This design comes from an exercise in tuning for small area and a short achievable clock period on the open sky130 flow, not from production work.
Where RTL was checked, it was by simulation tests only, not by an equivalence proof against the original.
For run 1, only the layout was checked, not whether the RTL still works.
No activity file was given, so power comes from the tool's default toggle rates.

==> flow/design.v, too long to show whole: its modules and the start of the top module <==
// module Unsigned_Array_Multiplier_32_Bit: 1973 lines
// module mul_add64: 263 lines
// module mul_booth_enc: 16 lines
// module mul_add3a: 200 lines
// module mul_pn_nnn: 3 lines
// module mul_pn_nnp: 3 lines
// module mul_pn_ppn: 3 lines
// module mul_pn_ppp: 3 lines
// module mul_fa: 4 lines
// module mul_ha: 4 lines
// module Unsigned_Array_Multiplier_32_Bit_Top: 41 lines
module Unsigned_Array_Multiplier_32_Bit_Top (
    input         Clock_In,
    input         Enable_In,
    input  [31:0] Data_A_In,
    input  [31:0] Data_B_In,
    output [63:0] Multiplied_Result_Out
);
  // ...
==> flow/flow/run.sh <==
#!/bin/bash
# Own layout flow: the standard ORFS layout (standard.sh, with the standard
# synthesis unchanged); the only change is the cell used for the port buffers
# (buf_2 instead of the default pick, a slow delay buffer). make's full output
# goes to make.log in the work folder; ORFS's per-step logs stay in orfs/logs/.
set -euo pipefail
export BUFFER_PORTS_ARGS="-buffer_cell sky130_fd_sc_hd__buf_2"
bash standard.sh finish > make.log 2>&1
==> flow/standard.sh <==
#!/bin/bash
# synth_recipe.tcl (not shown) runs the flow's synth.tcl, then flattens the netlist and writes it again
# the make line also repeats each setting of config.mk as NAME=value (left out here)
make -C /OpenROAD-flow-scripts/flow DESIGN_CONFIG=/design/flow/config.mk WORK_HOME=/design/flow/orfs CLKGATE_MAP_FILE= SYNTH_SCRIPT=/design/flow/synth_recipe.tcl "${@:-finish}"
==> flow/config.mk <==
export PLATFORM = sky130hd
export DESIGN_NAME = Unsigned_Array_Multiplier_32_Bit_Top
export DESIGN_NICKNAME = Unsigned_Array_Multiplier_32_Bit_Top
export VERILOG_FILES = /design/flow/design.v
export SDC_FILE = /design/flow/constraint.sdc
export NUM_CORES = 4
export LEC_CHECK = 0
export CAP_MARGIN = 20
export CORE_MARGIN = 2
export CORE_UTILIZATION = 50
export SLEW_MARGIN = 70
export SYNTH_HIERARCHICAL = 1
export SYNTH_MINIMUM_KEEP_SIZE = 0
==> flow/constraint.sdc <==
create_clock -name core_clock -period 12.0 [get_ports {Clock_In}]
set_input_delay 2.4000 -clock core_clock [delete_from_list [all_inputs] [get_ports {Clock_In}]]
set_output_delay 2.4000 -clock core_clock [all_outputs]
set_load 0.01 [all_outputs]
==> summary.txt, run 1 <==
# TYPE chip_impl_metric gauge
chip_impl_info{name="run_status",value="no timing/DRC/antenna violations"} 1
chip_impl_metric{name="yosys_warnings",unit=""} 7
chip_impl_info{name="final_common_cell",value="sky130_fd_sc_hd__xnor2_1"} 1
chip_impl_metric{name="finalCoreUtilization",unit=""} 0.525
chip_impl_metric{name="seq-cell-share",unit=""} 0.166
chip_impl_metric{name="power_density",unit="nW/um^2"} 296
chip_impl_metric{name="internal_power",unit="uW"} 4940
chip_impl_metric{name="placed_cells",unit=""} 3629
chip_impl_metric{name="first_global_vias",unit=""} 25300
chip_impl_metric{name="total_switching_power",unit="uW"} 5030
chip_impl_metric{name="floorplan.initialDensity",unit=""} 0.503
chip_impl_info{name="final_cell_mix",value="sky130_fd_sc_hd__xnor2_1 (405), sky130_fd_sc_hd__a22o_1 (301), sky130_fd_sc_hd__a221oi_2 (297)"} 1
chip_impl_info{name="hold_path.startpoint",value="Neg_Reg[0]$_DFF_P_"} 1
chip_impl_metric{name="fillerInstances",unit=""} 5662
chip_impl_info{name="cp_slowest_cell",value="sky130_fd_sc_hd__dfxtp_1"} 1
chip_impl_metric{name="grt_use_met1",unit=""} 0.444
chip_impl_metric{name="syn-instance-count",unit=""} 3028
chip_impl_metric{name="path_clk_slew",unit="ns"} 0.06
chip_impl_metric{name="nFlopsAndLatches",unit=""} 274
chip_impl_metric{name="die_y",unit="um"} 258
chip_impl_metric{name="die_w",unit="um"} 258
chip_impl_info{name="top_area_cell_class",value="multi-input gates"} 1
chip_impl_metric{name="worst-r2r-setup-slack",unit="ns"} 7.17
chip_impl_info{name="cts.root.buffer_cell",value="sky130_fd_sc_hd__clkbuf_16"} 1
chip_impl_metric{name="num-clock-buffers",unit=""} 42
chip_impl_metric{name="syn_to_final_growth",unit="%"} 4.47
==> run 2, diff against run 1 <==
--- a/flow/design.v
+++ b/flow/design.v
@@ -1844,289 +1844,289 @@
 wire ap115, ag116; mul_ha ah59 (.a(s1045), .b(c1042), .s(ap115), .co(ag116));
 wire ap117, ag118; mul_ha ah60 (.a(c1046), .b(s1049), .s(ap117), .co(ag118));
 wire ap119, ag120; mul_ha ah61 (.a(c1050), .b(s1051), .s(ap119), .co(ag120));
 wire ap121, ag122; mul_ha ah62 (.a(s1053), .b(c1052), .s(ap121), .co(ag122));
 wire ap123, ag124; mul_ha ah63 (.a(c1054), .b(s1055), .s(ap123), .co(ag124));
 wire bg125 = pp2 & ag2;
 wire bp126 = ap3 & pp3;
 wire bg127; mul_pn_ppp ubg127 (.g1(ag8), .p1(ap7), .g0(ag6), .y(bg127));
-wire bp128 = ~(ap7 & ap5);
+wire bp128; mul_pa_ppn ubp128 (.a(ap7), .b(ap5), .y(bp128));
 wire bg129; mul_pn_ppp ubg129 (.g1(ag12), .p1(ap11), .g0(ag10), .y(bg129));
-wire bp130 = ~(ap11 & ap9);
+wire bp130; mul_pa_ppn ubp130 (.a(ap11), .b(ap9), .y(bp130));
 wire bg131; mul_pn_ppp ubg131 (.g1(ag16), .p1(ap15), .g0(ag14), .y(bg131));
-wire bp132 = ~(ap15 & ap13);
+wire bp132; mul_pa_ppn ubp132 (.a(ap15), .b(ap13), .y(bp132));
 wire bg133; mul_pn_ppp ubg133 (.g1(ag20), .p1(ap19), .g0(ag18), .y(bg133));
-wire bp134 = ~(ap19 & ap17);
+wire bp134; mul_pa_ppn ubp134 (.a(ap19), .b(ap17), .y(bp134));
 wire bg135; mul_pn_ppp ubg135 (.g1(ag24), .p1(ap23), .g0(ag22), .y(bg135));
-wire bp136 = ~(ap23 & ap21);
+wire bp136; mul_pa_ppn ubp136 (.a(ap23), .b(ap21), .y(bp136));
 wire bg137; mul_pn_ppp ubg137 (.g1(ag28), .p1(ap27), .g0(ag26), .y(bg137));
-wire bp138 = ~(ap27 & ap25);
+wire bp138; mul_pa_ppn ubp138 (.a(ap27), .b(ap25), .y(bp138));
 wire bg139; mul_pn_ppp ubg139 (.g1(ag32), .p1(ap31), .g0(ag30), .y(bg139));
-wire bp140 = ~(ap31 & ap29);
+wire bp140; mul_pa_ppn ubp140 (.a(ap31), .b(ap29), .y(bp140));
 wire bg141; mul_pn_ppp ubg141 (.g1(ag36), .p1(ap35), .g0(ag34), .y(bg141));
-wire bp142 = ~(ap35 & ap33);
+wire bp142; mul_pa_ppn ubp142 (.a(ap35), .b(ap33), .y(bp142));
 wire bg143; mul_pn_ppp ubg143 (.g1(ag40), .p1(ap39), .g0(ag38), .y(bg143));
-wire bp144 = ~(ap39 & ap37);
+wire bp144; mul_pa_ppn ubp144 (.a(ap39), .b(ap37), .y(bp144));
 wire bg145; mul_pn_ppp ubg145 (.g1(ag44), .p1(ap43), .g0(ag42), .y(bg145));
-wire bp146 = ~(ap43 & ap41);
+wire bp146; mul_pa_ppn ubp146 (.a(ap43), .b(ap41), .y(bp146));
 wire bg147; mul_pn_ppp ubg147 (.g1(ag48), .p1(ap47), .g0(ag46), .y(bg147));
-wire bp148 = ~(ap47 & ap45);
+wire bp148; mul_pa_ppn ubp148 (.a(ap47), .b(ap45), .y(bp148));
 wire bg149; mul_pn_ppp ubg149 (.g1(ag52), .p1(ap51), .g0(ag50), .y(bg149));
-wire bp150 = ~(ap51 & ap49);
+wire bp150; mul_pa_ppn ubp150 (.a(ap51), .b(ap49), .y(bp150));
 wire bg151; mul_pn_ppp ubg151 (.g1(ag56), .p1(ap55), .g0(ag54), .y(bg151));
-wire bp152 = ~(ap55 & ap53);
+wire bp152; mul_pa_ppn ubp152 (.a(ap55), .b(ap53), .y(bp152));
 wire bg153; mul_pn_ppp ubg153 (.g1(ag60), .p1(ap59), .g0(ag58), .y(bg153));
-wire bp154 = ~(ap59 & ap57);
+wire bp154; mul_pa_ppn ubp154 (.a(ap59), .b(ap57), .y(bp154));
 wire bg155; mul_pn_ppp ubg155 (.g1(ag64), .p1(ap63), .g0(ag62), .y(bg155));
-wire bp156 = ~(ap63 & ap61);
+wire bp156; mul_pa_ppn ubp156 (.a(ap63), .b(ap61), .y(bp156));
 wire bg157; mul_pn_ppp ubg157 (.g1(ag68), .p1(ap67), .g0(ag66), .y(bg157));
-wire bp158 = ~(ap67 & ap65);
+wire bp158; mul_pa_ppn ubp158 (.a(ap67), .b(ap65), .y(bp158));
 wire bg159; mul_pn_ppp ubg159 (.g1(ag72), .p1(ap71), .g0(ag70), .y(bg159));
-wire bp160 = ~(ap71 & ap69);
+wire bp160; mul_pa_ppn ubp160 (.a(ap71), .b(ap69), .y(bp160));
 wire bg161; mul_pn_ppp ubg161 (.g1(ag76), .p1(ap75), .g0(ag74), .y(bg161));
-wire bp162 = ~(ap75 & ap73);
+wire bp162; mul_pa_ppn ubp162 (.a(ap75), .b(ap73), .y(bp162));
 wire bg163; mul_pn_ppp ubg163 (.g1(ag80), .p1(ap79), .g0(ag78), .y(bg163));
-wire bp164 = ~(ap79 & ap77);
+wire bp164; mul_pa_ppn ubp164 (.a(ap79), .b(ap77), .y(bp164));
 wire bg165; mul_pn_ppp ubg165 (.g1(ag84), .p1(ap83), .g0(ag82), .y(bg165));
-wire bp166 = ~(ap83 & ap81);
+wire bp166; mul_pa_ppn ubp166 (.a(ap83), .b(ap81), .y(bp166));
 wire bg167; mul_pn_ppp ubg167 (.g1(ag88), .p1(ap87), .g0(ag86), .y(bg167));
-wire bp168 = ~(ap87 & ap85);
+wire bp168; mul_pa_ppn ubp168 (.a(ap87), .b(ap85), .y(bp168));
 wire bg169; mul_pn_ppp ubg169 (.g1(ag92), .p1(ap91), .g0(ag90), .y(bg169));
-wire bp170 = ~(ap91 & ap89);
+wire bp170; mul_pa_ppn ubp170 (.a(ap91), .b(ap89), .y(bp170));
 wire bg171; mul_pn_ppp ubg171 (.g1(ag96), .p1(ap95), .g0(ag94), .y(bg171));
-wire bp172 = ~(ap95 & ap93);
+wire bp172; mul_pa_ppn ubp172 (.a(ap95), .b(ap93), .y(bp172));
 wire bg173; mul_pn_ppp ubg173 (.g1(ag100), .p1(ap99), .g0(ag98), .y(bg173));
-wire bp174 = ~(ap99 & ap97);
+wire bp174; mul_pa_ppn ubp174 (.a(ap99), .b(ap97), .y(bp174));
 wire bg175; mul_pn_ppp ubg175 (.g1(ag104), .p1(ap103), .g0(ag102), .y(bg175));
-wire bp176 = ~(ap103 & ap101);
+wire bp176; mul_pa_ppn ubp176 (.a(ap103), .b(ap101), .y(bp176));
 wire bg177; mul_pn_ppp ubg177 (.g1(ag108), .p1(ap107), .g0(ag106), .y(bg177));
-wire bp178 = ~(ap107 & ap105);
+wire bp178; mul_pa_ppn ubp178 (.a(ap107), .b(ap105), .y(bp178));
 wire bg179; mul_pn_ppp ubg179 (.g1(ag112), .p1(ap111), .g0(ag110), .y(bg179));
-wire bp180 = ~(ap111 & ap109);
+wire bp180; mul_pa_ppn ubp180 (.a(ap111), .b(ap109), .y(bp180));
 wire bg181; mul_pn_ppp ubg181 (.g1(ag116), .p1(ap115), .g0(ag114), .y(bg181));
-wire bp182 = ~(ap115 & ap113);
+wire bp182; mul_pa_ppn ubp182 (.a(ap115), .b(ap113), .y(bp182));
 wire bg183; mul_pn_ppp ubg183 (.g1(ag120), .p1(ap119), .g0(ag118), .y(bg183));
-wire bp184 = ~(ap119 & ap117);
+wire bp184; mul_pa_ppn ubp184 (.a(ap119), .b(ap117), .y(bp184));
 wire bg185; mul_pn_ppp ubg185 (.g1(ag124), .p1(ap123), .g0(ag122), .y(bg185));
-wire bp186 = ~(ap123 & ap121);
+wire bp186; mul_pa_ppn ubp186 (.a(ap123), .b(ap121), .y(bp186));
 wire bg187; mul_pn_ppp ubg187 (.g1(ag4), .p1(bp126), .g0(bg125), .y(bg187));
 wire bg188; mul_pn_nnp ubg188 (.g1(bg127), .p1(bp128), .g0(ag4), .y(bg188));
-wire bp189 = ~bp128 & bp126;
+wire bp189; mul_pa_npp ubp189 (.a(bp128), .b(bp126), .y(bp189));
 wire bg190; mul_pn_nnn ubg190 (.g1(bg129), .p1(bp130), .g0(bg127), .y(bg190));
-wire bp191 = ~bp130 & ~bp128;
+wire bp191; mul_pa_nnp ubp191 (.a(bp130), .b(bp128), .y(bp191));
 wire bg192; mul_pn_nnn ubg192 (.g1(bg131), .p1(bp132), .g0(bg129), .y(bg192));
-wire bp193 = ~bp132 & ~bp130;
+wire bp193; mul_pa_nnp ubp193 (.a(bp132), .b(bp130), .y(bp193));
 wire bg194; mul_pn_nnn ubg194 (.g1(bg133), .p1(bp134), .g0(bg131), .y(bg194));
-wire bp195 = ~bp134 & ~bp132;
+wire bp195; mul_pa_nnp ubp195 (.a(bp134), .b(bp132), .y(bp195));
 wire bg196; mul_pn_nnn ubg196 (.g1(bg135), .p1(bp136), .g0(bg133), .y(bg196));
-wire bp197 = ~bp136 & ~bp134;
+wire bp197; mul_pa_nnp ubp197 (.a(bp136), .b(bp134), .y(bp197));
 wire bg198; mul_pn_nnn ubg198 (.g1(bg137), .p1(bp138), .g0(bg135), .y(bg198));
-wire bp199 = ~bp138 & ~bp136;
+wire bp199; mul_pa_nnp ubp199 (.a(bp138), .b(bp136), .y(bp199));
 wire bg200; mul_pn_nnn ubg200 (.g1(bg139), .p1(bp140), .g0(bg137), .y(bg200));
-wire bp201 = ~bp140 & ~bp138;
+wire bp201; mul_pa_nnp ubp201 (.a(bp140), .b(bp138), .y(bp201));
 wire bg202; mul_pn_nnn ubg202 (.g1(bg141), .p1(bp142), .g0(bg139), .y(bg202));
-wire bp203 = ~bp142 & ~bp140;
+wire bp203; mul_pa_nnp ubp203 (.a(bp142), .b(bp140), .y(bp203));
 wire bg204; mul_pn_nnn ubg204 (.g1(bg143), .p1(bp144), .g0(bg141), .y(bg204));
-wire bp205 = ~bp144 & ~bp142;
+wire bp205; mul_pa_nnp ubp205 (.a(bp144), .b(bp142), .y(bp205));
 wire bg206; mul_pn_nnn ubg206 (.g1(bg145), .p1(bp146), .g0(bg143), .y(bg206));
-wire bp207 = ~bp146 & ~bp144;
+wire bp207; mul_pa_nnp ubp207 (.a(bp146), .b(bp144), .y(bp207));
 wire bg208; mul_pn_nnn ubg208 (.g1(bg147), .p1(bp148), .g0(bg145), .y(bg208));
-wire bp209 = ~bp148 & ~bp146;
+wire bp209; mul_pa_nnp ubp209 (.a(bp148), .b(bp146), .y(bp209));
 wire bg210; mul_pn_nnn ubg210 (.g1(bg149), .p1(bp150), .g0(bg147), .y(bg210));
-wire bp211 = ~bp150 & ~bp148;
+wire bp211; mul_pa_nnp ubp211 (.a(bp150), .b(bp148), .y(bp211));
 wire bg212; mul_pn_nnn ubg212 (.g1(bg151), .p1(bp152), .g0(bg149), .y(bg212));
-wire bp213 = ~bp152 & ~bp150;
+wire bp213; mul_pa_nnp ubp213 (.a(bp152), .b(bp150), .y(bp213));
 wire bg214; mul_pn_nnn ubg214 (.g1(bg153), .p1(bp154), .g0(bg151), .y(bg214));
-wire bp215 = ~bp154 & ~bp152;
+wire bp215; mul_pa_nnp ubp215 (.a(bp154), .b(bp152), .y(bp215));
 wire bg216; mul_pn_nnn ubg216 (.g1(bg155), .p1(bp156), .g0(bg153), .y(bg216));
-wire bp217 = ~bp156 & ~bp154;
+wire bp217; mul_pa_nnp ubp217 (.a(bp156), .b(bp154), .y(bp217));
 wire bg218; mul_pn_nnn ubg218 (.g1(bg157), .p1(bp158), .g0(bg155), .y(bg218));
-wire bp219 = ~bp158 & ~bp156;
+wire bp219; mul_pa_nnp ubp219 (.a(bp158), .b(bp156), .y(bp219));
 wire bg220; mul_pn_nnn ubg220 (.g1(bg159), .p1(bp160), .g0(bg157), .y(bg220));
-wire bp221 = ~bp160 & ~bp158;
+wire bp221; mul_pa_nnp ubp221 (.a(bp160), .b(bp158), .y(bp221));
 wire bg222; mul_pn_nnn ubg222 (.g1(bg161), .p1(bp162), .g0(bg159), .y(bg222));
-wire bp223 = ~bp162 & ~bp160;
+wire bp223; mul_pa_nnp ubp223 (.a(bp162), .b(bp160), .y(bp223));
 wire bg224; mul_pn_nnn ubg224 (.g1(bg163), .p1(bp164), .g0(bg161), .y(bg224));
-wire bp225 = ~bp164 & ~bp162;
+wire bp225; mul_pa_nnp ubp225 (.a(bp164), .b(bp162), .y(bp225));
 wire bg226; mul_pn_nnn ubg226 (.g1(bg165), .p1(bp166), .g0(bg163), .y(bg226));
-wire bp227 = ~bp166 & ~bp164;
+wire bp227; mul_pa_nnp ubp227 (.a(bp166), .b(bp164), .y(bp227));
 wire bg228; mul_pn_nnn ubg228 (.g1(bg167), .p1(bp168), .g0(bg165), .y(bg228));
-wire bp229 = ~bp168 & ~bp166;
+wire bp229; mul_pa_nnp ubp229 (.a(bp168), .b(bp166), .y(bp229));
 wire bg230; mul_pn_nnn ubg230 (.g1(bg169), .p1(bp170), .g0(bg167), .y(bg230));
-wire bp231 = ~bp170 & ~bp168;
+wire bp231; mul_pa_nnp ubp231 (.a(bp170), .b(bp168), .y(bp231));
 wire bg232; mul_pn_nnn ubg232 (.g1(bg171), .p1(bp172), .g0(bg169), .y(bg232));
-wire bp233 = ~bp172 & ~bp170;
+wire bp233; mul_pa_nnp ubp233 (.a(bp172), .b(bp170), .y(bp233));
 wire bg234; mul_pn_nnn ubg234 (.g1(bg173), .p1(bp174), .g0(bg171), .y(bg234));
-wire bp235 = ~bp174 & ~bp172;
+wire bp235; mul_pa_nnp ubp235 (.a(bp174), .b(bp172), .y(bp235));
 wire bg236; mul_pn_nnn ubg236 (.g1(bg175), .p1(bp176), .g0(bg173), .y(bg236));
-wire bp237 = ~bp176 & ~bp174;
+wire bp237; mul_pa_nnp ubp237 (.a(bp176), .b(bp174), .y(bp237));
 wire bg238; mul_pn_nnn ubg238 (.g1(bg177), .p1(bp178), .g0(bg175), .y(bg238));
-wire bp239 = ~bp178 & ~bp176;
+wire bp239; mul_pa_nnp ubp239 (.a(bp178), .b(bp176), .y(bp239));
 wire bg240; mul_pn_nnn ubg240 (.g1(bg179), .p1(bp180), .g0(bg177), .y(bg240));
-wire bp241 = ~bp180 & ~bp178;
+wire bp241; mul_pa_nnp ubp241 (.a(bp180), .b(bp178), .y(bp241));
 wire bg242; mul_pn_nnn ubg242 (.g1(bg181), .p1(bp182), .g0(bg179), .y(bg242));
-wire bp243 = ~bp182 & ~bp180;
+wire bp243; mul_pa_nnp ubp243 (.a(bp182), .b(bp180), .y(bp243));
 wire bg244; mul_pn_nnn ubg244 (.g1(bg183), .p1(bp184), .g0(bg181), .y(bg244));
-wire bp245 = ~bp184 & ~bp182;
+wire bp245; mul_pa_nnp ubp245 (.a(bp184), .b(bp182), .y(bp245));
 wire bg246; mul_pn_nnn ubg246 (.g1(bg185), .p1(bp186), .g0(bg183), .y(bg246));
-wire bp247 = ~bp186 & ~bp184;
+wire bp247; mul_pa_nnp ubp247 (.a(bp186), .b(bp184), .y(bp247));
 assign cut = {ap123, bp247, bg246, ap121, ag122, ap119, bp245, bg244, ap117, ag118, ap115, bp243, bg242, ap113, ag114, ap111, bp241, bg240, ap109, ag110, ap107, bp239, bg238, ap105, ag106, ap103, bp237, bg236, ap101, ag102, ap99, bp235, bg234, ap97, ag98, ap95, bp233, bg232, ap93, ag94, ap91, bp231, bg230, ap89, ag90, ap87, bp229, bg228, ap85, ag86, ap83, bp227, bg226, ap81, ag82, ap79, bp225, bg224, ap77, ag78, ap75, bp223, bg222, ap73, ag74, ap71, bp221, bg220, ap69, ag70, ap67, bp219, bg218, ap65, ag66, ap63, bp217, bg216, ap61, ag62, ap59, bp215, bg214, ap57, ag58, ap55, bp213, bg212, ap53, ag54, ap51, bp211, bg210, ap49, ag50, ap47, bp209, bg208, ap45, ag46, ap43, bp207, bg206, ap41, ag42, ap39, bp205, bg204, ap37, ag38, ap35, bp203, bg202, ap33, ag34, ap31, bp201, bg200, ap29, ag30, ap27, bp199, bg198, ap25, ag26, ap23, bp197, bg196, ap21, ag22, ap19, bp195, bg194, ap17, ag18, ap15, bp193, bg192, ap13, ag14, ap11, bp191, bg190, ap9, ag10, ap7, bp189, bg188, ap5, ag6, ap3, bg187, pp3, pp2, bg125, ap1, ag2};
 endmodule
 module mul_add64 (input [156:0] c, output [63:0] p);
 wire bg248; mul_pn_ppp ubg248 (.g1(c[9]), .p1(c[10]), .g0(c[2]), .y(bg248));
 wire bg249; mul_pn_ppn ubg249 (.g1(c[14]), .p1(c[15]), .g0(c[5]), .y(bg249));
 wire bg250; mul_pn_ppp ubg250 (.g1(c[19]), .p1(c[20]), .g0(c[9]), .y(bg250));
-wire bp251 = ~(c[20] & c[10]);
+wire bp251; mul_pa_ppn ubp251 (.a(c[20]), .b(c[10]), .y(bp251));
 wire bg252; mul_pn_ppp ubg252 (.g1(c[24]), .p1(c[25]), .g0(c[14]), .y(bg252));
-wire bp253 = ~(c[25] & c[15]);
+wire bp253; mul_pa_ppn ubp253 (.a(c[25]), .b(c[15]), .y(bp253));
 wire bg254; mul_pn_ppp ubg254 (.g1(c[29]), .p1(c[30]), .g0(c[19]), .y(bg254));
-wire bp255 = ~(c[30] & c[20]);
+wire bp255; mul_pa_ppn ubp255 (.a(c[30]), .b(c[20]), .y(bp255));
 wire bg256; mul_pn_ppp ubg256 (.g1(c[34]), .p1(c[35]), .g0(c[24]), .y(bg256));
-wire bp257 = ~(c[35] & c[25]);
+wire bp257; mul_pa_ppn ubp257 (.a(c[35]), .b(c[25]), .y(bp257));
 wire bg258; mul_pn_ppp ubg258 (.g1(c[39]), .p1(c[40]), .g0(c[29]), .y(bg258));
-wire bp259 = ~(c[40] & c[30]);
+wire bp259; mul_pa_ppn ubp259 (.a(c[40]), .b(c[30]), .y(bp259));
 wire bg260; mul_pn_ppp ubg260 (.g1(c[44]), .p1(c[45]), .g0(c[34]), .y(bg260));
-wire bp261 = ~(c[45] & c[35]);
+wire bp261; mul_pa_ppn ubp261 (.a(c[45]), .b(c[35]), .y(bp261));
 wire bg262; mul_pn_ppp ubg262 (.g1(c[49]), .p1(c[50]), .g0(c[39]), .y(bg262));
-wire bp263 = ~(c[50] & c[40]);
+wire bp263; mul_pa_ppn ubp263 (.a(c[50]), .b(c[40]), .y(bp263));
 wire bg264; mul_pn_ppp ubg264 (.g1(c[54]), .p1(c[55]), .g0(c[44]), .y(bg264));
-wire bp265 = ~(c[55] & c[45]);
+wire bp265; mul_pa_ppn ubp265 (.a(c[55]), .b(c[45]), .y(bp265));
 wire bg266; mul_pn_ppp ubg266 (.g1(c[59]), .p1(c[60]), .g0(c[49]), .y(bg266));
-wire bp267 = ~(c[60] & c[50]);
+wire bp267; mul_pa_ppn ubp267 (.a(c[60]), .b(c[50]), .y(bp267));
 wire bg268; mul_pn_ppp ubg268 (.g1(c[64]), .p1(c[65]), .g0(c[54]), .y(bg268));
-wire bp269 = ~(c[65] & c[55]);
+wire bp269; mul_pa_ppn ubp269 (.a(c[65]), .b(c[55]), .y(bp269));
 wire bg270; mul_pn_ppp ubg270 (.g1(c[69]), .p1(c[70]), .g0(c[59]), .y(bg270));
-wire bp271 = ~(c[70] & c[60]);
+wire bp271; mul_pa_ppn ubp271 (.a(c[70]), .b(c[60]), .y(bp271));
 wire bg272; mul_pn_ppp ubg272 (.g1(c[74]), .p1(c[75]), .g0(c[64]), .y(bg272));
-wire bp273 = ~(c[75] & c[65]);
+wire bp273; mul_pa_ppn ubp273 (.a(c[75]), .b(c[65]), .y(bp273));
 wire bg274; mul_pn_ppp ubg274 (.g1(c[79]), .p1(c[80]), .g0(c[69]), .y(bg274));
-wire bp275 = ~(c[80] & c[70]);
+wire bp275; mul_pa_ppn ubp275 (.a(c[80]), .b(c[70]), .y(bp275));
 wire bg276; mul_pn_ppp ubg276 (.g1(c[84]), .p1(c[85]), .g0(c[74]), .y(bg276));
-wire bp277 = ~(c[85] & c[75]);
+wire bp277; mul_pa_ppn ubp277 (.a(c[85]), .b(c[75]), .y(bp277));
 wire bg278; mul_pn_ppp ubg278 (.g1(c[89]), .p1(c[90]), .g0(c[79]), .y(bg278));
-wire bp279 = ~(c[90] & c[80]);
+wire bp279; mul_pa_ppn ubp279 (.a(c[90]), .b(c[80]), .y(bp279));
 wire bg280; mul_pn_ppp ubg280 (.g1(c[94]), .p1(c[95]), .g0(c[84]), .y(bg280));
-wire bp281 = ~(c[95] & c[85]);
+wire bp281; mul_pa_ppn ubp281 (.a(c[95]), .b(c[85]), .y(bp281));
 wire bg282; mul_pn_ppp ubg282 (.g1(c[99]), .p1(c[100]), .g0(c[89]), .y(bg282));
-wire bp283 = ~(c[100] & c[90]);
+wire bp283; mul_pa_ppn ubp283 (.a(c[100]), .b(c[90]), .y(bp283));
 wire bg284; mul_pn_ppp ubg284 (.g1(c[104]), .p1(c[105]), .g0(c[94]), .y(bg284));
-wire bp285 = ~(c[105] & c[95]);
+wire bp285; mul_pa_ppn ubp285 (.a(c[105]), .b(c[95]), .y(bp285));
 wire bg286; mul_pn_ppp ubg286 (.g1(c[109]), .p1(c[110]), .g0(c[99]), .y(bg286));
-wire bp287 = ~(c[110] & c[100]);
+wire bp287; mul_pa_ppn ubp287 (.a(c[110]), .b(c[100]), .y(bp287));
 wire bg288; mul_pn_ppp ubg288 (.g1(c[114]), .p1(c[115]), .g0(c[104]), .y(bg288));
-wire bp289 = ~(c[115] & c[105]);
+wire bp289; mul_pa_ppn ubp289 (.a(c[115]), .b(c[105]), .y(bp289));
 wire bg290; mul_pn_ppp ubg290 (.g1(c[119]), .p1(c[120]), .g0(c[109]), .y(bg290));
-wire bp291 = ~(c[120] & c[110]);
+wire bp291; mul_pa_ppn ubp291 (.a(c[120]), .b(c[110]), .y(bp291));
 wire bg292; mul_pn_ppp ubg292 (.g1(c[124]), .p1(c[125]), .g0(c[114]), .y(bg292));
-wire bp293 = ~(c[125] & c[115]);
+wire bp293; mul_pa_ppn ubp293 (.a(c[125]), .b(c[115]), .y(bp293));
 wire bg294; mul_pn_ppp ubg294 (.g1(c[129]), .p1(c[130]), .g0(c[119]), .y(bg294));
-wire bp295 = ~(c[130] & c[120]);
+wire bp295; mul_pa_ppn ubp295 (.a(c[130]), .b(c[120]), .y(bp295));
 wire bg296; mul_pn_ppp ubg296 (.g1(c[134]), .p1(c[135]), .g0(c[124]), .y(bg296));
-wire bp297 = ~(c[135] & c[125]);
+wire bp297; mul_pa_ppn ubp297 (.a(c[135]), .b(c[125]), .y(bp297));
 wire bg298; mul_pn_ppp ubg298 (.g1(c[139]), .p1(c[140]), .g0(c[129]), .y(bg298));
-wire bp299 = ~(c[140] & c[130]);
+wire bp299; mul_pa_ppn ubp299 (.a(c[140]), .b(c[130]), .y(bp299));
 wire bg300; mul_pn_ppp ubg300 (.g1(c[144]), .p1(c[145]), .g0(c[134]), .y(bg300));
-wire bp301 = ~(c[145] & c[135]);
+wire bp301; mul_pa_ppn ubp301 (.a(c[145]), .b(c[135]), .y(bp301));
 wire bg302; mul_pn_ppp ubg302 (.g1(c[149]), .p1(c[150]), .g0(c[139]), .y(bg302));
-wire bp303 = ~(c[150] & c[140]);
+wire bp303; mul_pa_ppn ubp303 (.a(c[150]), .b(c[140]), .y(bp303));
 wire bg304; mul_pn_ppp ubg304 (.g1(c[154]), .p1(c[155]), .g0(c[144]), .y(bg304));
-wire bp305 = ~(c[155] & c[145]);
+wire bp305; mul_pa_ppn ubp305 (.a(c[155]), .b(c[145]), .y(bp305));
 wire bg306; mul_pn_nnp ubg306 (.g1(bg250), .p1(bp251), .g0(c[2]), .y(bg306));
 wire bg307; mul_pn_nnn ubg307 (.g1(bg252), .p1(bp253), .g0(c[5]), .y(bg307));
 wire bg308; mul_pn_nnn ubg308 (.g1(bg254), .p1(bp255), .g0(bg248), .y(bg308));
 wire bg309; mul_pn_nnn ubg309 (.g1(bg256), .p1(bp257), .g0(bg249), .y(bg309));
 wire bg310; mul_pn_nnn ubg310 (.g1(bg258), .p1(bp259), .g0(bg250), .y(bg310));
-wire bp311 = ~bp259 & ~bp251;
+wire bp311; mul_pa_nnp ubp311 (.a(bp259), .b(bp251), .y(bp311));
 wire bg312; mul_pn_nnn ubg312 (.g1(bg260), .p1(bp261), .g0(bg252), .y(bg312));
-wire bp313 = ~bp261 & ~bp253;
+wire bp313; mul_pa_nnp ubp313 (.a(bp261), .b(bp253), .y(bp313));
 wire bg314; mul_pn_nnn ubg314 (.g1(bg262), .p1(bp263), .g0(bg254), .y(bg314));
-wire bp315 = ~bp263 & ~bp255;
+wire bp315; mul_pa_nnp ubp315 (.a(bp263), .b(bp255), .y(bp315));
 wire bg316; mul_pn_nnn ubg316 (.g1(bg264), .p1(bp265), .g0(bg256), .y(bg316));
-wire bp317 = ~bp265 & ~bp257;
+wire bp317; mul_pa_nnp ubp317 (.a(bp265), .b(bp257), .y(bp317));
 wire bg318; mul_pn_nnn ubg318 (.g1(bg266), .p1(bp267), .g0(bg258), .y(bg318));
-wire bp319 = ~bp267 & ~bp259;
+wire bp319; mul_pa_nnp ubp319 (.a(bp267), .b(bp259), .y(bp319));
 wire bg320; mul_pn_nnn ubg320 (.g1(bg268), .p1(bp269), .g0(bg260), .y(bg320));
-wire bp321 = ~bp269 & ~bp261;
+wire bp321; mul_pa_nnp ubp321 (.a(bp269), .b(bp261), .y(bp321));
 wire bg322; mul_pn_nnn ubg322 (.g1(bg270), .p1(bp271), .g0(bg262), .y(bg322));
-wire bp323 = ~bp271 & ~bp263;
+wire bp323; mul_pa_nnp ubp323 (.a(bp271), .b(bp263), .y(bp323));
 wire bg324; mul_pn_nnn ubg324 (.g1(bg272), .p1(bp273), .g0(bg264), .y(bg324));
-wire bp325 = ~bp273 & ~bp265;
+wire bp325; mul_pa_nnp ubp325 (.a(bp273), .b(bp265), .y(bp325));
 wire bg326; mul_pn_nnn ubg326 (.g1(bg274), .p1(bp275), .g0(bg266), .y(bg326));
-wire bp327 = ~bp275 & ~bp267;
+wire bp327; mul_pa_nnp ubp327 (.a(bp275), .b(bp267), .y(bp327));
 wire bg328; mul_pn_nnn ubg328 (.g1(bg276), .p1(bp277), .g0(bg268), .y(bg328));
-wire bp329 = ~bp277 & ~bp269;
+wire bp329; mul_pa_nnp ubp329 (.a(bp277), .b(bp269), .y(bp329));
 wire bg330; mul_pn_nnn ubg330 (.g1(bg278), .p1(bp279), .g0(bg270), .y(bg330));
-wire bp331 = ~bp279 & ~bp271;
+wire bp331; mul_pa_nnp ubp331 (.a(bp279), .b(bp271), .y(bp331));
 wire bg332; mul_pn_nnn ubg332 (.g1(bg280), .p1(bp281), .g0(bg272), .y(bg332));
-wire bp333 = ~bp281 & ~bp273;
+wire bp333; mul_pa_nnp ubp333 (.a(bp281), .b(bp273), .y(bp333));
 wire bg334; mul_pn_nnn ubg334 (.g1(bg282), .p1(bp283), .g0(bg274), .y(bg334));
-wire bp335 = ~bp283 & ~bp275;
+wire bp335; mul_pa_nnp ubp335 (.a(bp283), .b(bp275), .y(bp335));
 wire bg336; mul_pn_nnn ubg336 (.g1(bg284), .p1(bp285), .g0(bg276), .y(bg336));
-wire bp337 = ~bp285 & ~bp277;
+wire bp337; mul_pa_nnp ubp337 (.a(bp285), .b(bp277), .y(bp337));
 wire bg338; mul_pn_nnn ubg338 (.g1(bg286), .p1(bp287), .g0(bg278), .y(bg338));
-wire bp339 = ~bp287 & ~bp279;
+wire bp339; mul_pa_nnp ubp339 (.a(bp287), .b(bp279), .y(bp339));
 wire bg340; mul_pn_nnn ubg340 (.g1(bg288), .p1(bp289), .g0(bg280), .y(bg340));
-wire bp341 = ~bp289 & ~bp281;
+wire bp341; mul_pa_nnp ubp341 (.a(bp289), .b(bp281), .y(bp341));
 wire bg342; mul_pn_nnn ubg342 (.g1(bg290), .p1(bp291), .g0(bg282), .y(bg342));
-wire bp343 = ~bp291 & ~bp283;
+wire bp343; mul_pa_nnp ubp343 (.a(bp291), .b(bp283), .y(bp343));
 wire bg344; mul_pn_nnn ubg344 (.g1(bg292), .p1(bp293), .g0(bg284), .y(bg344));
-wire bp345 = ~bp293 & ~bp285;
+wire bp345; mul_pa_nnp ubp345 (.a(bp293), .b(bp285), .y(bp345));
 wire bg346; mul_pn_nnn ubg346 (.g1(bg294), .p1(bp295), .g0(bg286), .y(bg346));
-wire bp347 = ~bp295 & ~bp287;
+wire bp347; mul_pa_nnp ubp347 (.a(bp295), .b(bp287), .y(bp347));
 wire bg348; mul_pn_nnn ubg348 (.g1(bg296), .p1(bp297), .g0(bg288), .y(bg348));
-wire bp349 = ~bp297 & ~bp289;
+wire bp349; mul_pa_nnp ubp349 (.a(bp297), .b(bp289), .y(bp349));
 wire bg350; mul_pn_nnn ubg350 (.g1(bg298), .p1(bp299), .g0(bg290), .y(bg350));
-wire bp351 = ~bp299 & ~bp291;
+wire bp351; mul_pa_nnp ubp351 (.a(bp299), .b(bp291), .y(bp351));
 wire bg352; mul_pn_nnn ubg352 (.g1(bg300), .p1(bp301), .g0(bg292), .y(bg352));
-wire bp353 = ~bp301 & ~bp293;
+wire bp353; mul_pa_nnp ubp353 (.a(bp301), .b(bp293), .y(bp353));
 wire bg354; mul_pn_nnn ubg354 (.g1(bg302), .p1(bp303), .g0(bg294), .y(bg354));
-wire bp355 = ~bp303 & ~bp295;
+wire bp355; mul_pa_nnp ubp355 (.a(bp303), .b(bp295), .y(bp355));
 wire bg356; mul_pn_nnn ubg356 (.g1(bg304), .p1(bp305), .g0(bg296), .y(bg356));
-wire bp357 = ~bp305 & ~bp297;
+wire bp357; mul_pa_nnp ubp357 (.a(bp305), .b(bp297), .y(bp357));
 wire bg358; mul_pn_ppp ubg358 (.g1(bg310), .p1(bp311), .g0(c[2]), .y(bg358));
 wire bg359; mul_pn_ppn ubg359 (.g1(bg312), .p1(bp313), .g0(c[5]), .y(bg359));
 wire bg360; mul_pn_ppn ubg360 (.g1(bg314), .p1(bp315), .g0(bg248), .y(bg360));
 wire bg361; mul_pn_ppn ubg361 (.g1(bg316), .p1(bp317), .g0(bg249), .y(bg361));
 wire bg362; mul_pn_ppp ubg362 (.g1(bg318), .p1(bp319), .g0(bg306), .y(bg362));
 wire bg363; mul_pn_ppp ubg363 (.g1(bg320), .p1(bp321), .g0(bg307), .y(bg363));
 wire bg364; mul_pn_ppp ubg364 (.g1(bg322), .p1(bp323), .g0(bg308), .y(bg364));
 wire bg365; mul_pn_ppp ubg365 (.g1(bg324), .p1(bp325), .g0(bg309), .y(bg365));
 wire bg366; mul_pn_ppp ubg366 (.g1(bg326), .p1(bp327), .g0(bg310), .y(bg366));
-wire bp367 = ~(bp327 & bp311);
+wire bp367; mul_pa_ppn ubp367 (.a(bp327), .b(bp311), .y(bp367));
 wire bg368; mul_pn_ppp ubg368 (.g1(bg328), .p1(bp329), .g0(bg312), .y(bg368));
-wire bp369 = ~(bp329 & bp313);
+wire bp369; mul_pa_ppn ubp369 (.a(bp329), .b(bp313), .y(bp369));
 wire bg370; mul_pn_ppp ubg370 (.g1(bg330), .p1(bp331), .g0(bg314), .y(bg370));
-wire bp371 = ~(bp331 & bp315);
+wire bp371; mul_pa_ppn ubp371 (.a(bp331), .b(bp315), .y(bp371));
 wire bg372; mul_pn_ppp ubg372 (.g1(bg332), .p1(bp333), .g0(bg316), .y(bg372));
-wire bp373 = ~(bp333 & bp317);
+wire bp373; mul_pa_ppn ubp373 (.a(bp333), .b(bp317), .y(bp373));
 wire bg374; mul_pn_ppp ubg374 (.g1(bg334), .p1(bp335), .g0(bg318), .y(bg374));
-wire bp375 = ~(bp335 & bp319);
+wire bp375; mul_pa_ppn ubp375 (.a(bp335), .b(bp319), .y(bp375));
 wire bg376; mul_pn_ppp ubg376 (.g1(bg336), .p1(bp337), .g0(bg320), .y(bg376));
-wire bp377 = ~(bp337 & bp321);
+wire bp377; mul_pa_ppn ubp377 (.a(bp337), .b(bp321), .y(bp377));
 wire bg378; mul_pn_ppp ubg378 (.g1(bg338), .p1(bp339), .g0(bg322), .y(bg378));
-wire bp379 = ~(bp339 & bp323);
+wire bp379; mul_pa_ppn ubp379 (.a(bp339), .b(bp323), .y(bp379));
 wire bg380; mul_pn_ppp ubg380 (.g1(bg340), .p1(bp341), .g0(bg324), .y(bg380));
-wire bp381 = ~(bp341 & bp325);
+wire bp381; mul_pa_ppn ubp381 (.a(bp341), .b(bp325), .y(bp381));
 wire bg382; mul_pn_ppp ubg382 (.g1(bg342), .p1(bp343), .g0(bg326), .y(bg382));
-wire bp383 = ~(bp343 & bp327);
+wire bp383; mul_pa_ppn ubp383 (.a(bp343), .b(bp327), .y(bp383));
 wire bg384; mul_pn_ppp ubg384 (.g1(bg344), .p1(bp345), .g0(bg328), .y(bg384));
-wire bp385 = ~(bp345 & bp329);
+wire bp385; mul_pa_ppn ubp385 (.a(bp345), .b(bp329), .y(bp385));
 wire bg386; mul_pn_ppp ubg386 (.g1(bg346), .p1(bp347), .g0(bg330), .y(bg386));
-wire bp387 = ~(bp347 & bp331);
+wire bp387; mul_pa_ppn ubp387 (.a(bp347), .b(bp331), .y(bp387));
 wire bg388; mul_pn_ppp ubg388 (.g1(bg348), .p1(bp349), .g0(bg332), .y(bg388));
-wire bp389 = ~(bp349 & bp333);
+wire bp389; mul_pa_ppn ubp389 (.a(bp349), .b(bp333), .y(bp389));
 wire bg390; mul_pn_ppp ubg390 (.g1(bg350), .p1(bp351), .g0(bg334), .y(bg390));
-wire bp391 = ~(bp351 & bp335);
+wire bp391; mul_pa_ppn ubp391 (.a(bp351), .b(bp335), .y(bp391));
 wire bg392; mul_pn_ppp ubg392 (.g1(bg352), .p1(bp353), .g0(bg336), .y(bg392));
-wire bp393 = ~(bp353 & bp337);
+wire bp393; mul_pa_ppn ubp393 (.a(bp353), .b(bp337), .y(bp393));
 wire bg394; mul_pn_ppp ubg394 (.g1(bg354), .p1(bp355), .g0(bg338), .y(bg394));
-wire bp395 = ~(bp355 & bp339);
+wire bp395; mul_pa_ppn ubp395 (.a(bp355), .b(bp339), .y(bp395));
 wire bg396; mul_pn_ppp ubg396 (.g1(bg356), .p1(bp357), .g0(bg340), .y(bg396));
-wire bp397 = ~(bp357 & bp341);
+wire bp397; mul_pa_ppn ubp397 (.a(bp357), .b(bp341), .y(bp397));
 wire bg398; mul_pn_nnp ubg398 (.g1(bg366), .p1(bp367), .g0(c[2]), .y(bg398));
 wire bg399; mul_pn_nnn ubg399 (.g1(bg368), .p1(bp369), .g0(c[5]), .y(bg399));
 wire bg400; mul_pn_nnn ubg400 (.g1(bg370), .p1(bp371), .g0(bg248), .y(bg400));
 wire bg401; mul_pn_nnn ubg401 (.g1(bg372), .p1(bp373), .g0(bg249), .y(bg401));
 wire bg402; mul_pn_nnp ubg402 (.g1(bg374), .p1(bp375), .g0(bg306), .y(bg402));
 wire bg403; mul_pn_nnp ubg403 (.g1(bg376), .p1(bp377), .g0(bg307), .y(bg403));
 wire bg404; mul_pn_nnp ubg404 (.g1(bg378), .p1(bp379), .g0(bg308), .y(bg404));
 wire bg405; mul_pn_nnp ubg405 (.g1(bg380), .p1(bp381), .g0(bg309), .y(bg405));
@@ -2445,16 +2445,25 @@
 assign p[27] = p0[27] ^ ~G75;
 assign p[28] = p0[28] ^ G76;
 assign p[29] = p0[29] ^ ~G77;
 assign p[30] = p0[30] ^ G78;
 assign p[31] = p0[31] ^ G79;
 assign p[32] = p0[32] ^ ~G80;
 assign p[33] = ~G81;
 endmodule
+module mul_pa_nnp (input a, input b, output y);
+assign y = (~a & ~b);
+endmodule
+module mul_pa_npp (input a, input b, output y);
+assign y = (~a & b);
+endmodule
+module mul_pa_ppn (input a, input b, output y);
+assign y = ~(a & b);
+endmodule
 module mul_pn_nnn (input g1, input p1, input g0, output y);
 assign y = (~g1 | (~p1 & ~g0));
 endmodule
 module mul_pn_nnp (input g1, input p1, input g0, output y);
 assign y = (~g1 | (~p1 & g0));
 endmodule
 module mul_pn_ppn (input g1, input p1, input g0, output y);
 assign y = ~(g1 | (p1 & ~g0));
==> flow/flow/run.sh (replaced) <==
#!/bin/bash
# Own layout flow: the standard ORFS layout (standard.sh, with the standard
# synthesis unchanged) with two changes: the port buffers are buf_2 (instead of
# the default pick, a slow delay buffer), and after floorplanning the
# combinational cells that synthesis upsized are set back to drive 1
# (flow/downsize.tcl); placement's repair_design then fixes slew/capacitance.
# make's full output goes to make.log in the work folder; ORFS's per-step logs
# stay in orfs/logs/.
set -euo pipefail
export BUFFER_PORTS_ARGS="-buffer_cell sky130_fd_sc_hd__buf_2"
export POST_FLOORPLAN_TCL="$PWD/flow/downsize.tcl"
bash standard.sh finish > make.log 2>&1
==> flow/flow/downsize.tcl (new file) <==
set db [ord::get_db]
set block [ord::get_db_block]
set n 0
foreach inst [$block getInsts] {
  set m [[$inst getMaster] getName]
  if {![regexp {^(sky130_fd_sc_hd__([a-z0-9]+))_([0-9]+)$} $m -> base fn size]} { continue }
  if {$size eq "1" || $size eq "0"} { continue }
  if {[regexp {^(df|dl|sdf|edf|buf|clk|inv|dly|conb|tap|fill|decap|ha$|fa$|probe|lpflow)} $fn]} { continue }
  set new [$db findMaster "${base}_1"]
  if {$new eq "NULL"} { continue }
  $inst swapMaster $new
  incr n
}
puts "downsize.tcl: set $n cells to drive 1"
==> summary.txt, run 2 <==
# TYPE chip_impl_metric gauge
chip_impl_metric{name="via_count",unit=""} 25300
chip_impl_metric{name="die_y",unit="um"} 257
chip_impl_metric{name="timing_hold_violations_final",unit=""} 0
chip_impl_metric{name="setup_total_negative_slack",unit="ns"} 0
chip_impl_metric{name="ioPinCount",unit=""} 130
chip_impl_metric{name="cts.repair_timing.setup_buffer_count",unit=""} 0
chip_impl_metric{name="tritoncts.num_buffers",unit=""} 30
chip_impl_metric{name="vdd.ir_drop.worst",unit="mV"} 0.284
chip_impl_metric{name="dp_slack",unit="ns"} 7.16
chip_impl_info{name="final_cell_mix",value="sky130_fd_sc_hd__xnor2_1 (406), sky130_fd_sc_hd__a22o_1 (302), sky130_fd_sc_hd__a221oi_1 (298)"} 1
chip_impl_metric{name="fin_skew",unit="ns"} 0.0122
chip_impl_metric{name="overflow",unit=""} 0
chip_impl_metric{name="track_usage",unit=""} 0.329
chip_impl_info{name="grt_setup_unrepaired",value="no"} 1
chip_impl_metric{name="cellLeakagePower",unit="uW"} 0.0118
chip_impl_metric{name="critical_path_arrival",unit="ns"} 2.70
chip_impl_metric{name="grt_max_degree",unit=""} 52
chip_impl_metric{name="post_dp_cell_area",unit="um^2"} 29700
chip_impl_metric{name="fp-row-count",unit=""} 92
chip_impl_metric{name="post_cts_hold_buffer_count",unit=""} 0
chip_impl_metric{name="h-tree-depth",unit=""} 1
chip_impl_metric{name="cap_violations",unit=""} 0
chip_impl_metric{name="insertion_delay",unit="ns"} 0.60
chip_impl_metric{name="largest_reg_flops",unit=""} 155
chip_impl_metric{name="drive_above_1_share",unit=""} 0.129
chip_impl_metric{name="ant_nets",unit=""} 0
chip_impl_metric{name="max_freq",unit="MHz"} 196
chip_impl_metric{name="power_density",unit="nW/um^2"} 313
chip_impl_metric{name="fillerInstances",unit=""} 5859
chip_impl_metric{name="fin_ws",unit="ns"} 6.90
chip_impl_info{name="cts.root.buffer_cell",value="sky130_fd_sc_hd__clkbuf_16"} 1
chip_impl_metric{name="place.gp.congestion",unit=""} 1.05
chip_impl_info{name="hold_path.startpoint",value="Neg_Reg[0]$_DFF_P_"} 1
chip_impl_metric{name="final.hold.worst_slack",unit="ns"} 0.803
chip_impl_metric{name="drt_pre_antenna_iters",unit=""} 10
chip_impl_info{name="largest_register",value="Cut_Reg"} 1
chip_impl_metric{name="final_cell_area",unit="um^2"} 31000
chip_impl_metric{name="yosys_warnings",unit=""} 7
chip_impl_info{name="reg2reg_from",value="S3_Reg[4]$_DFF_P_"} 1
chip_impl_metric{name="grt_pass1_wl",unit="mm"} 166
chip_impl_metric{name="wl_per_cell",unit="um"} 30.3
chip_impl_metric{name="timing.final.crit_share",unit=""} 0.425
chip_impl_metric{name="floorplan.initialDensity",unit=""} 0.507
chip_impl_info{name="endpoint_kind",value="primary output"} 1
chip_impl_metric{name="setup_viol",unit=""} 0
chip_impl_metric{name="totalWireLength",unit="mm"} 112
chip_impl_metric{name="power.total",unit="uW"} 9700
chip_impl_metric{name="timing.critical_path.fanout_max",unit=""} 6
chip_impl_metric{name="first_global_vias",unit=""} 25500
chip_impl_info{name="largestRegisters",value="Cut_Reg: 155 flops, Triple_Reg: 33 flops, Data_A_Reg: 32 flops"} 1
chip_impl_metric{name="starting_drc_count_in_detailed_routing",unit=""} 3725
chip_impl_metric{name="design.core.area",unit="um^2"} 63300
chip_impl_metric{name="cts.sinks",unit=""} 274
chip_impl_metric{name="syn-instance-count",unit=""} 3025
chip_impl_metric{name="synth.cell_area",unit="um^2"} 32100
chip_impl_metric{name="nets",unit=""} 3310
chip_impl_info{name="final_common_cell",value="sky130_fd_sc_hd__xnor2_1"} 1
chip_impl_metric{name="grt_antenna_before_repair",unit=""} 3
chip_impl_info{name="hold_class",value="reg -> reg"} 1
chip_impl_metric{name="syn-mean-instance-area",unit="um^2"} 10.6
chip_impl_info{name="run_status",value="no timing/DRC/antenna violations"} 1
chip_impl_metric{name="path_clk_slew",unit="ns"} 0.06
chip_impl_metric{name="postCtsResizedCells",unit=""} 0
chip_impl_metric{name="die_area",unit="um^2"} 66300
chip_impl_metric{name="timing.final.max_slew_violations",unit=""} 0
chip_impl_metric{name="multi_input_comb_area",unit="um^2"} 20800
chip_impl_info{name="cts_tree",value="yes"} 1
chip_impl_metric{name="worstPathRequired",unit="ns"} 9.60
chip_impl_metric{name="min_period",unit="ns"} 5.10
chip_impl_metric{name="die_w",unit="um"} 257
chip_impl_metric{name="syn_to_final_growth",unit="%"} -3.32
chip_impl_info{name="crit_start",value="Cut_Reg[5]$_DFF_P_"} 1
chip_impl_metric{name="hpwl",unit="mm"} 73.2
chip_impl_metric{name="viasPerCell",unit=""} 6.86
chip_impl_metric{name="cts_buffer_depth",unit=""} 3
chip_impl_metric{name="ant_diodes",unit=""} 0
chip_impl_info{name="cp-start-kind",value="register"} 1
chip_impl_metric{name="drc_errors",unit=""} 0
chip_impl_metric{name="ff_latch_area",unit="um^2"} 5600
chip_impl_metric{name="port_buffers",unit=""} 129
chip_impl_info{name="timing_worst_setup_path_type",value="reg -> out"} 1
-- run 2: final cells by class --
type,count,area share
inverters,74,0.00895
multi-input cells,2181,0.669
well taps,846,0.0341
repair buffers,251,0.0733
clock inverters,11,0.00399
flip-flops and latches,274,0.181
clock buffers,45,0.0301
-- run 2: per-stage QoR --
stage                util  instances
finish              0.490       3682
floorplan               -       3046
detailed placement  0.469       3615
global route        0.490       3682
global placement    0.455       3590
CTS                 0.486       3671
-- run 2: worst max-delay path, cell delays in order (launching register included) --
cell and delay [ns]:
sky130_fd_sc_hd__dfxtp_1 0.53, sky130_fd_sc_hd__inv_1 0.10, sky130_fd_sc_hd__a21oi_2 0.35, sky130_fd_sc_hd__inv_1 0.10
sky130_fd_sc_hd__a21oi_2 0.32, sky130_fd_sc_hd__o21ai_1 0.21, sky130_fd_sc_hd__a21oi_1 0.20, sky130_fd_sc_hd__xnor2_1 0.14
sky130_fd_sc_hd__buf_2 0.16
-- run 2: routing by layer --
layer  vias up  part of all wire  global-route usage
met4         4             0.059               0.154
met1     12100              0.37               0.411
li1      10400                 -                   -
met3       567              0.15               0.138
met5         -           0.00023                   0
met2      2144              0.42               0.490
-- run 2: path summary, 6_finish.rpt --
check / cells after the start / slack [ns] / to
worst min-delay path: 2 / 0.80 / Cut_Reg[4]$_DFF_P_
worst max-delay path: 8 / 6.90 / Multiplied_Result_Out[57]
worst max register to register: 13 / 7.16 / Cut_Reg[94]$_DFF_P_
worst min register to register: 2 / 0.80 / Cut_Reg[4]$_DFF_P_
-- run 2: report_power, final --
part / internal, uW / switching, uW
sequential: 1330 / 250
combinational: 2890 / 4250
clock: 581 / 395
==> run 3, diff against run 2 <==
--- a/flow/flow/run.sh
+++ b/flow/flow/run.sh
@@ -4,9 +4,11 @@
 # the default pick, a slow delay buffer), and after floorplanning the
 # combinational cells that synthesis upsized are set back to drive 1
 # (flow/downsize.tcl); placement's repair_design then fixes slew/capacitance.
+# Timing repair aims at a setup slack margin of 7.5 ns (a 4.5 ns period).
 # make's full output goes to make.log in the work folder; ORFS's per-step logs
 # stay in orfs/logs/.
 set -euo pipefail
 export BUFFER_PORTS_ARGS="-buffer_cell sky130_fd_sc_hd__buf_2"
+export SETUP_SLACK_MARGIN=7.5
 export POST_FLOORPLAN_TCL="$PWD/flow/downsize.tcl"
 bash standard.sh finish > make.log 2>&1
==> summary.txt, run 3 <==
# TYPE chip_impl_metric gauge
chip_impl_metric{name="syn_to_final_growth",unit="%"} 3.21
chip_impl_metric{name="h-tree-depth",unit=""} 1
chip_impl_metric{name="grt_max_degree",unit=""} 52
chip_impl_metric{name="max_stage_delay",unit="ns"} 0.38
chip_impl_metric{name="timing.critical_path.fanout_max",unit=""} 3
chip_impl_info{name="cts.root.buffer_cell",value="sky130_fd_sc_hd__clkbuf_16"} 1
chip_impl_metric{name="tritoncts.num_buffers",unit=""} 30
chip_impl_metric{name="place.gp.congestion",unit=""} 0.944
chip_impl_metric{name="drc_errors",unit=""} 0
chip_impl_metric{name="synth.cell_area",unit="um^2"} 32100
chip_impl_metric{name="die_area",unit="um^2"} 66300
chip_impl_metric{name="vdd.ir_drop.worst",unit="mV"} 0.360
chip_impl_metric{name="first_global_vias",unit=""} 25100
chip_impl_metric{name="nets",unit=""} 3351
chip_impl_metric{name="timing.final.max_slew_violations",unit=""} 0
chip_impl_metric{name="min_period",unit="ns"} 4.57
chip_impl_info{name="cp_slowest_cell",value="sky130_fd_sc_hd__dfxtp_4"} 1
chip_impl_metric{name="worstPathRequired",unit="ns"} 9.60
chip_impl_metric{name="final.hold.worst_slack",unit="ns"} 0.785
chip_impl_metric{name="design.core.area",unit="um^2"} 63300
chip_impl_metric{name="post_cts_hold_buffer_count",unit=""} 0
chip_impl_metric{name="power_density",unit="nW/um^2"} 337
chip_impl_metric{name="max_freq",unit="MHz"} 219
chip_impl_metric{name="setup_viol",unit=""} 0
chip_impl_metric{name="drt_pre_antenna_iters",unit=""} 9
chip_impl_metric{name="wl_per_cell",unit="um"} 29.3
chip_impl_info{name="largestRegisters",value="Cut_Reg: 155 flops, Triple_Reg: 33 flops, Data_A_Reg: 32 flops"} 1
chip_impl_metric{name="setup_total_negative_slack",unit="ns"} 0
chip_impl_info{name="final_common_cell",value="sky130_fd_sc_hd__xnor2_1"} 1
chip_impl_metric{name="whs_path_depth",unit=""} 2
chip_impl_metric{name="overflow",unit=""} 0
chip_impl_metric{name="hpwl",unit="mm"} 71.5
chip_impl_metric{name="drive_above_1_share",unit=""} 0.246
chip_impl_metric{name="grt_antenna_before_repair",unit=""} 1
chip_impl_metric{name="syn-instance-count",unit=""} 3025
chip_impl_metric{name="die_w",unit="um"} 257
chip_impl_metric{name="worst-r2r-setup-slack",unit="ns"} 7.51
chip_impl_metric{name="ioPinCount",unit=""} 130
chip_impl_metric{name="ant_nets",unit=""} 0
chip_impl_metric{name="timing.final.crit_share",unit=""} 0.381
chip_impl_info{name="critical_path.cell_chain",value="nand2_4, o21ai_4, buf_6, inv_4, o21ai_4, a21oi_2, xnor2_2, buf_2"} 1
chip_impl_metric{name="track_usage",unit=""} 0.315
chip_impl_metric{name="fin_skew",unit="ns"} 0.0297
chip_impl_metric{name="reg2regPathDepth",unit=""} 14
chip_impl_info{name="timing_worst_setup_path_type",value="reg -> out"} 1
chip_impl_metric{name="finalCoreUtilization",unit=""} 0.524
chip_impl_metric{name="timing_hold_violations_final",unit=""} 0
chip_impl_metric{name="die_y",unit="um"} 257
chip_impl_metric{name="ant_diodes",unit=""} 0
chip_impl_metric{name="cap_violations",unit=""} 0
chip_impl_info{name="cp-start-kind",value="register"} 1
chip_impl_metric{name="insertion_delay",unit="ns"} 0.61
chip_impl_metric{name="fp-row-count",unit=""} 92
chip_impl_info{name="run_status",value="no timing/DRC/antenna violations"} 1
chip_impl_metric{name="port_buffers",unit=""} 129
chip_impl_info{name="cp_common_cell",value="sky130_fd_sc_hd__o21ai_4"} 1
chip_impl_metric{name="critical_path_arrival",unit="ns"} 2.17
chip_impl_metric{name="via_count",unit=""} 25100
chip_impl_metric{name="grt_pass1_wl",unit="mm"} 160
chip_impl_info{name="final_cell_mix",value="sky130_fd_sc_hd__xnor2_1 (394), sky130_fd_sc_hd__a22o_1 (302), sky130_fd_sc_hd__a221oi_1 (244)"} 1
chip_impl_info{name="largest_register",value="Cut_Reg"} 1
chip_impl_metric{name="cts.sinks",unit=""} 274
chip_impl_metric{name="viasPerCell",unit=""} 6.76
chip_impl_info{name="grt_setup_unrepaired",value="yes"} 1
chip_impl_metric{name="cellLeakagePower",unit="uW"} 0.0125
chip_impl_metric{name="largest_reg_flops",unit=""} 155
chip_impl_info{name="cts_tree",value="yes"} 1
chip_impl_info{name="hold_class",value="reg -> reg"} 1
chip_impl_metric{name="path_clk_slew",unit="ns"} 0.06
chip_impl_metric{name="floorplan.initialDensity",unit=""} 0.507
chip_impl_info{name="endpoint_kind",value="primary output"} 1
chip_impl_metric{name="starting_drc_count_in_detailed_routing",unit=""} 3645
chip_impl_metric{name="yosys_warnings",unit=""} 7
chip_impl_metric{name="totalWireLength",unit="mm"} 109
chip_impl_metric{name="syn-mean-instance-area",unit="um^2"} 10.6
chip_impl_metric{name="cts_buffer_depth",unit=""} 3
[run 3: repair_timing]
item | in CTS | in global routing
pin swaps | 61 | 96
setup buffers | 31 | 11
gates cloned | 0 | 2
gates resized for setup | 231 | 228
setup endpoints to repair | 64 | 81
[run 3: area by class of cell]
cell class                 instances  area, um^2
fill                            5635       30200
inverter                          74         283
clock buffer                      37         840
clock inverter                    18         258
tap                              846        1060
multi-input combinational       2181       22400
sequential                       274        5630
timing repair buffer             292        2660
[run 3: through the flow]
stage | setup slack (ns) | cells | power, uW | cell area, um^2
floorplan | 7.51 | 3046 | 9000 | 32200
CTS | 7.39 | 3696 | 10000 | 31600
detailed placement | 7.16 | 3610 | 8600 | 29400
finish | 7.43 | 3722 | 11200 | 33100
global route | 7.35 | 3722 | 12000 | 33100
global placement | 6.89 | 3594 | 8470 | 28800
[run 3: worst paths after layout]
path / startpoint / end
worst min-delay path: Neg_Reg[0]$_DFF_P_ / Cut_Reg[4]$_DFF_P_
worst max-delay path: Cut_Reg[20]$_DFF_P_ / Multiplied_Result_Out[43]
worst max register to register: S4_Reg[5]$_DFF_P_ / Cut_Reg[94]$_DFF_P_
worst min register to register: Neg_Reg[0]$_DFF_P_ / Cut_Reg[4]$_DFF_P_
[run 3: per-layer routing]
layer	part of all wire	track usage	vias to the layer above	wire [um]
met5	0.00053	0	-	58
met4	0.055	0.136	4	5990
met3	0.14	0.107	504	15100
met2	0.43	0.480	1964	46500
met1	0.38	0.407	12200	41500
li1	-	-	10500	-
[run 3: worst max-delay path: cells and delay by family, from the launching register on]
family                 cells  cell delay (ns)
buffers and inverters      3             0.36
AND/OR/NAND/NOR            1             0.07
AO/OA/AOI/OAI              3             0.53
flip-flops                 1             0.38
XOR/XNOR                   1             0.22
[run 3: report_power, final]
part / internal, uW / switching, uW / total, uW
Combinational: 3690 / 4830 / 8520
Clock: 625 / 402 / 1030
Sequential: 1340 / 275 / 1610
Total: 5650 / 5510 / 11200

[port drivers added, routing unchanged]
No port has a modelled driver above. Below, the same layouts with a new extraction and two added sets of constraints. Step 1 assumes that a clkbuf_16 drives the clock port and a buf_2 every other input. Step 2 times the ports against the registers' clock, not the clock port: input delays grow and output delays shrink by t, the midpoint of the rising clock arrivals with the driver on. Three values: ideal ports, drivers, drivers and shift; two values: the first two.
run	t, ns	slack for setup (ns)	slew at the worst register clock pin (ns)
run 1	0.647	6.945 / 6.885 / 7.168	0.06 / 0.06
run 2	0.662	6.899 / 6.835 / 7.160	0.07 / 0.07
run 3	0.656	7.433 / 7.366 / 7.267	0.07 / 0.07
After both steps setup and hold are still met in every run listed. The setup slack of run 3, which loses most, moves by -0.067 ns with the drivers and by -0.166 ns with both steps.
